Context: an optimization exercise on an open-source flow, tuned for small area, a short achievable clock period and few clock cycles per item. The choices shown serve that exercise and are no tape-out recipe.
At most, simulation tests tie the RTL to the original design; equivalence was not proved.
Power is estimated from default activity; no workload was simulated.

## non_rest
module non_rest #(parameter n=16, s=16) (output wire [s-1:0] QUOTIENT, REMAINDER, output wire done,
    input wire [n-1:0] x, y, input wire clk, reset, start);
Settings: LEC_CHECK=0, CAP_MARGIN=20, CORE_MARGIN=2, CORE_UTILIZATION=40, SETUP_SLACK_MARGIN=4.2, SLEW_MARGIN=20; clock period 6.0 ns.
run.sh (not shown) runs the stock make flow with config.mk's settings and CLKGATE_MAP_FILE= SYNTH_SCRIPT=/design/flow/synth_recipe.tcl, a recipe that flattens the netlist after the stock synthesis.
The starting point completed with no timing, DRC or antenna violations.
==> next run, changes <==
SETUP_SLACK_MARGIN = not set   (was 4.2)
The new run ran to the end with no violations.
Clock skew hardly moves.
Routed wire length came out lower by 16%.
Count of clock-buffer cells in the layout came out higher by 1.
Final area came out lower by 19%.
Power came out lower by 14%.
==> next run, changes <==
==> flow/flow/run.sh (new file) <==
#!/bin/bash
# Standard layout, with the port buffers made from buf_1 cells instead of the
# default choice; the resizer still upsizes any of them that timing needs.
set -euo pipefail
bash standard.sh "BUFFER_PORTS_ARGS=-buffer_cell sky130_fd_sc_hd__buf_1" finish > orfs_make.log 2>&1
==> flow/standard.sh (new file) <==
#!/bin/bash
# synth_recipe.tcl (not shown) runs the flow's synth.tcl, then flattens the netlist and writes it again
# the make line also repeats each setting of config.mk as NAME=value (left out here)
make -C /OpenROAD-flow-scripts/flow DESIGN_CONFIG=/design/flow/config.mk WORK_HOME=/design/flow/orfs CLKGATE_MAP_FILE= SYNTH_SCRIPT=/design/flow/synth_recipe.tcl "${@:-finish}"
SETUP_SLACK_MARGIN = 3.5   (was not set)
removed: flow/run.sh
Effect: Worst setup slack gains 0.48 ns; cell count rose by 1.6%; die area stays the same; utilization came out lower by 3.4 points.
==> next run, changes <==
==> flow/run.sh (new file) <==
#!/bin/bash
# synth_recipe.tcl (not shown) runs the flow's synth.tcl, then flattens the netlist and writes it again
# the make line also repeats each setting of config.mk as NAME=value (left out here)
make -C /OpenROAD-flow-scripts/flow DESIGN_CONFIG=/design/flow/config.mk WORK_HOME=/design/flow/orfs CLKGATE_MAP_FILE= SYNTH_SCRIPT=/design/flow/synth_recipe.tcl finish
removed: flow/flow/run.sh
removed: flow/standard.sh
Effect: Final cell count came out lower by about 0.6%; hold slack is about the same; critical path depth drops by 2; global-route usage climbs by 0.86 points; combinational power goes up by 11%; first-iteration DRC count stays the same; wire length rose by 7.2%; maximum frequency falls by 6.1%; sequential power is higher by about 0.9%; area after synthesis is unchanged.
No functional check of the RTL was part of any run of this note.

---

non_rest, a different RTL version from the one above (not shown whole).
Size: about 69 flip-flops, about 68 I/O pins.
Settings: LEC_CHECK=0, CAP_MARGIN=20, CORE_MARGIN=2, CORE_UTILIZATION=40, SETUP_SLACK_MARGIN=3.0, SLEW_MARGIN=20; clock period 6.0 ns.
standard.sh (not shown) runs the stock make flow with config.mk's settings and CLKGATE_MAP_FILE= SYNTH_SCRIPT=/design/flow/synth_recipe.tcl, a recipe that flattens the netlist after the stock synthesis.
==> flow/flow/run.sh <==
#!/bin/bash
# Standard layout, with the port buffers made from buf_1 cells instead of the
# default choice; the resizer still upsizes any of them that timing needs.
set -euo pipefail
bash standard.sh "BUFFER_PORTS_ARGS=-buffer_cell sky130_fd_sc_hd__buf_1" finish > orfs_make.log 2>&1
Rerun with:
SETUP_SLACK_MARGIN = 3.5   (was 3.0)
After rerunning: Die area does not change. Synthesized area does not change. Worst setup slack improves by 0.17 ns. Global-route usage climbs by 2.6 points.
Function was not checked in any run of this note: the RTL went through the layout flow alone.

---

The RTL this note starts from:
==> flow/design.v <==
module non_rest #(parameter n=16, s=16) (output wire [s-1:0] QUOTIENT, REMAINDER, output wire done,
    input wire [n-1:0] x, y, input wire clk, reset, start);
    reg [15:0] Q, R, M;    
    reg [3:0]  cnt;        
    reg        fin;
    assign QUOTIENT  = Q;
    assign REMAINDER = R;
    assign done      = fin;
    wire        busy = |cnt;
    wire [16:0] T    = {R, Q[15]};
    wire [17:0] D    = {1'b0, T} - {2'b0, M};
    wire        qb   = ~D[17];
    wire y_le1 = ~|y[15:1];
    wire q0    = y_le1 & (~y[0] | x[15]);
    wire r0    = x[15] & ~(y_le1 & y[0]);
    wire c8 = |y[15:8];
    wire c4 = |y[15:4];
    always @(posedge clk, posedge reset)
        if (reset) begin
            cnt <= 4'd0; fin <= 1'b0;
        end else if (start) begin
            if (c8) begin cnt <= 4'd8; fin <= 1'b0; end
            else if (c4) begin cnt <= 4'd12; fin <= 1'b0; end
            else begin cnt <= 4'd15; fin <= 1'b0; end
        end else if (busy) begin
            cnt <= cnt - 4'd1;
            if (cnt == 4'd1) fin <= 1'b1;
        end
    always @(posedge clk)
        if (start) begin
            M <= y;
            if (c8) begin R <= {8'd0, x[15:8]}; Q <= {x[7:0], 8'd0}; end
            else if (c4) begin R <= {12'd0, x[15:12]}; Q <= {x[11:0], 4'd0}; end
            else begin R <= {15'd0, r0}; Q <= {x[14:0], q0}; end
        end else if (busy) begin
            R <= qb ? D[15:0] : T[15:0];
            Q <= {Q[14:0], qb};
        end
endmodule
==> flow/config.mk <==
export PLATFORM = sky130hd
export DESIGN_NAME = non_rest
export DESIGN_NICKNAME = non_rest
export VERILOG_FILES = /design/flow/design.v
export SDC_FILE = /design/flow/constraint.sdc
export NUM_CORES = 4
export LEC_CHECK = 0
export CAP_MARGIN = 20
export CORE_MARGIN = 2
export CORE_UTILIZATION = 60
export SETUP_SLACK_MARGIN = 3.5
export SLEW_MARGIN = 20
==> flow/constraint.sdc <==
create_clock -name core_clock -period 6.0 [get_ports {clk}]
set_input_delay 1.2000 -clock core_clock [delete_from_list [all_inputs] [get_ports {clk}]]
set_output_delay 1.2000 -clock core_clock [all_outputs]
set_load 0.01 [all_outputs]
Scripts as last shown in full above: flow/flow/run.sh
The first run finished clean.
Testbench counts at the start, summed over its fixed seeds: cycles 19,649, divisions 1,600.
Next try:
--- a/flow/config.mk
+++ b/flow/config.mk
@@ -8,5 +8,5 @@
 export CAP_MARGIN = 20
 export CORE_MARGIN = 2
-export CORE_UTILIZATION = 60
+export CORE_UTILIZATION = 40
 export SETUP_SLACK_MARGIN = 3.5
 export SLEW_MARGIN = 20
- The new run completed without violations
- setup slack is worse by 0.069 ns
- global-route usage decreases by 7.5 points
- routed wire length rose by 4.7%
- combinational power shrinks by about 2%
- total power drops by 0.52%
- maximum frequency falls by 2.8%
- worst hold slack degrades by 0.030 ns
- register-to-register slack is worse by 0.07 ns
- via count goes up by 0.36%
Next try:
--- a/flow/config.mk
+++ b/flow/config.mk
@@ -6,4 +6,5 @@
 export NUM_CORES = 4
 export LEC_CHECK = 0
+export ABC_AREA = 1
 export CAP_MARGIN = 20
 export CORE_MARGIN = 2
What happened: Final area increases by about 8%. Total power increases by about 5%. Non-clock buffer count increases by 9. Wire length increases by 13%. Combinational power increases by about 16%. Via count increases by 21%. Clock-buffer cell count stays the same. Global-route usage increases by 0.42 points. Worst setup slack gets better by 0.16 ns. Final cell count increases by about 33%.
Next try:
--- a/flow/config.mk
+++ b/flow/config.mk
@@ -6,8 +6,7 @@
 export NUM_CORES = 4
 export LEC_CHECK = 0
-export ABC_AREA = 1
 export CAP_MARGIN = 20
 export CORE_MARGIN = 2
 export CORE_UTILIZATION = 40
-export SETUP_SLACK_MARGIN = 3.5
+export SETUP_SLACK_MARGIN = 3.6
 export SLEW_MARGIN = 20
What happened: The changed run finished clean; clock skew rises by 0.0039 ns; cell area rises by 1.4%; synthesized cell count falls by 31%; cell count falls by 21%.
Next try:
==> flow/flow/run.sh (replaced) <==
#!/bin/bash
# Standard layout, with the port buffers made from buf_1 cells instead of the
# default choice (the resizer still upsizes any of them that timing needs),
# and power recovery (downsizing gates off the critical paths) after global
# routing's timing repair.
set -euo pipefail
bash standard.sh "BUFFER_PORTS_ARGS=-buffer_cell sky130_fd_sc_hd__buf_1" "RECOVER_POWER=100" finish > orfs_make.log 2>&1
--- a/flow/config.mk
+++ b/flow/config.mk
@@ -9,4 +9,4 @@
 export CORE_MARGIN = 2
 export CORE_UTILIZATION = 40
-export SETUP_SLACK_MARGIN = 3.6
+export SETUP_SLACK_MARGIN = 3.5
 export SLEW_MARGIN = 20
Routed wire length falls by 12%.
Die area does not change.
Sequential share of layout area grows by 4.5 points.
Final cell count falls by 4.4%.
Worst setup slack got worse by 1.1 ns.
Register-to-register slack degrades by 0.41 ns.
Count of clock-buffer cells in the layout is unchanged.
Synthesized cell count is unchanged.
Next try:
==> flow/flow/run.sh (replaced) <==
#!/bin/bash
# Standard layout, with the port buffers made from buf_1 cells instead of the
# default choice; the resizer still upsizes any of them that timing needs.
set -euo pipefail
bash standard.sh "BUFFER_PORTS_ARGS=-buffer_cell sky130_fd_sc_hd__buf_1" finish > orfs_make.log 2>&1
--- a/flow/config.mk
+++ b/flow/config.mk
@@ -9,4 +9,4 @@
 export CORE_MARGIN = 2
 export CORE_UTILIZATION = 40
-export SETUP_SLACK_MARGIN = 3.5
+export SETUP_SLACK_MARGIN = 3.8
 export SLEW_MARGIN = 20
Total power rose by 25%.
Maximum frequency rose by 52%.
First-iteration DRC count rose by 30%.
Flip-flop and latch count does not change.

---

lane 1:
Starts from the design.v that is shown in full above.
export LEC_CHECK = 0
export CAP_MARGIN = 20
export CORE_MARGIN = 2
export CORE_UTILIZATION = 40
export SETUP_SLACK_MARGIN = 3.3
export SLEW_MARGIN = 20
create_clock -name core_clock -period 6.0 [get_ports {clk}]
==> flow/flow/run.sh <==
#!/bin/bash
# Standard layout, with the port buffers made from buf_1 cells instead of the
# default choice; the resizer still upsizes any of them that timing needs.
set -euo pipefail
bash standard.sh "BUFFER_PORTS_ARGS=-buffer_cell sky130_fd_sc_hd__buf_1" finish > orfs_make.log 2>&1
Lane 1 finished end to end and its layout was clean on timing, DRC and antenna.
Testbench counts of lane 1, summed over its fixed seeds: cycles 19,649, divisions 1,600.
The inputs of lane 2 differ from those of lane 1 as listed below.
Settings: SETUP_SLACK_MARGIN now 3.5, was 3.3; PLACE_DENSITY now 0.8, previously not set.
==> comparison <==
- Lane 1 has a lower buffer share of cell area than lane 2.
- Summary of lane 2 over lane 1: non-clock buffer count saw an increase; area growth from synthesis to final layout picked up an extra 6.2 points.
- Having completed the whole flow, lane 2 delivered a layout that passed the timing, DRC and antenna checks.
- | wire length after detailed routing | lane 2 vs lane 1 | worse |
- Lane 2 against lane 1: number of iterations in the first detailed-routing pass saw an increase, final worst-path cycle share saw a decrease, worst-case hold slack saw a decrease, simple-gate area share of the yosys netlist did not really move.
- Lower final design utilization was reported by lane 1, not lane 2.
- Taking lane 1 as the reference, in lane 2 via count went up; worst setup slack has increased.
For lane 3, these inputs were changed with respect to lane 2:
Settings: SETUP_SLACK_MARGIN changed from 3.5 to 3.0; PLACE_DENSITY removed (was 0.8).
### Flow results
Lane 3 ended with less critical path's largest stage delay than lane 2. Min ratio of final minimum period to clock period across lane 3 and lane 2: lane 2. Looking at the reports, lane 3 completed the entire flow and the layout it produced met the timing, DRC and antenna checks. Compared with lane 2, lane 3 shows a layout overhead on the synthesized area that is 7.5 points lower. Compared with lane 2, in lane 3 portion of total power attributed to the clock network increased by 1.3 points relative to the old numbers, average wire per standard cell lower, worst setup slack shrank by 0.26 ns. Global-route usage, lane 3 and lane 2, lower one = lane 3. Diff lane 3 and lane 2: number of fill cells in the layout higher in lane 3. Reported for lane 3 and lane 2, number of core rows turned out identical to the last digit.

static timing again, ports no longer ideal:
How much do the figures lean on ideal ports? The routed layouts below were timed once more, with nothing changed but the port constraints.
Step 1 (the two cells are an assumption about what drives the block):
set clk [get_ports {clk}]
set_driving_cell -lib_cell sky130_fd_sc_hd__clkbuf_16 $clk
set_driving_cell -lib_cell sky130_fd_sc_hd__buf_2 [delete_from_list [all_inputs] $clk]
Step 2 moves the port delays by t, midway between the first and last clock arrival at a register: inputs arrive t later, outputs are due t later. That takes back most of the time a late clock gives input paths.
a / b / c = no drivers / after step 1 / after step 2; a / b = the first two.
| run | t (ns) | setup slack, ns | worst setup path after step 2 | latest minus earliest clock arrival (ns) |
|---|---|---|---|---|
| the first run of note 1 | 0.348 | 3.667 / 3.667 / 3.582 | input to register | 0.014 / 0.014 |
| the second run of note 1 | 0.343 | 3.152 / 3.160 / 2.817 | input to register | 0.012 / 0.012 |
| the third run of note 1 | 0.337 | 3.635 / 3.635 / 3.354 | input to register | 0.004 / 0.004 |
| the fourth run of note 1 | 0.341 | 3.481 / 3.489 / 3.148 | input to register | 0.007 / 0.007 |
| the first run of note 2 | 0.366 | 2.236 / 2.221 / 1.854 | input to register | 0.010 / 0.009 |
| the second run of note 2 | 0.374 | 2.409 / 2.400 / 2.026 | input to register | 0.007 / 0.007 |
| the first run of note 3 | 0.335 | 3.570 / 3.570 / 3.304 | input to register | 0.011 / 0.012 |
| the second run of note 3 | 0.340 | 3.501 / 3.501 / 3.238 | input to register | 0.008 / 0.008 |
| the third run of note 3 | 0.330 | 3.661 / 3.671 / 3.341 | input to register | 0.007 / 0.007 |
| the fourth run of note 3 | 0.348 | 3.565 / 3.565 / 3.304 | input to register | 0.011 / 0.011 |
| the fifth run of note 3 | 0.343 | 2.461 / 2.471 / 2.128 | input to register | 0.007 / 0.007 |
| the sixth run of note 3 | 0.339 | 3.664 / 3.656 / 3.317 | input to register | 0.013 / 0.014 |
| lane 1 | 0.336 | 3.392 / 3.392 / 3.105 | input to register | 0.013 / 0.013 |
| lane 2 | 0.338 | 3.532 / 3.532 / 3.297 | input to register | 0.012 / 0.013 |
| lane 3 | 0.340 | 3.275 / 3.285 / 2.946 | input to register | 0.013 / 0.013 |
After both steps every run listed still meets setup and hold. For the second run of note 2, which loses most, drivers alone change the setup slack by -0.009 ns; drivers and shift together by -0.383 ns.
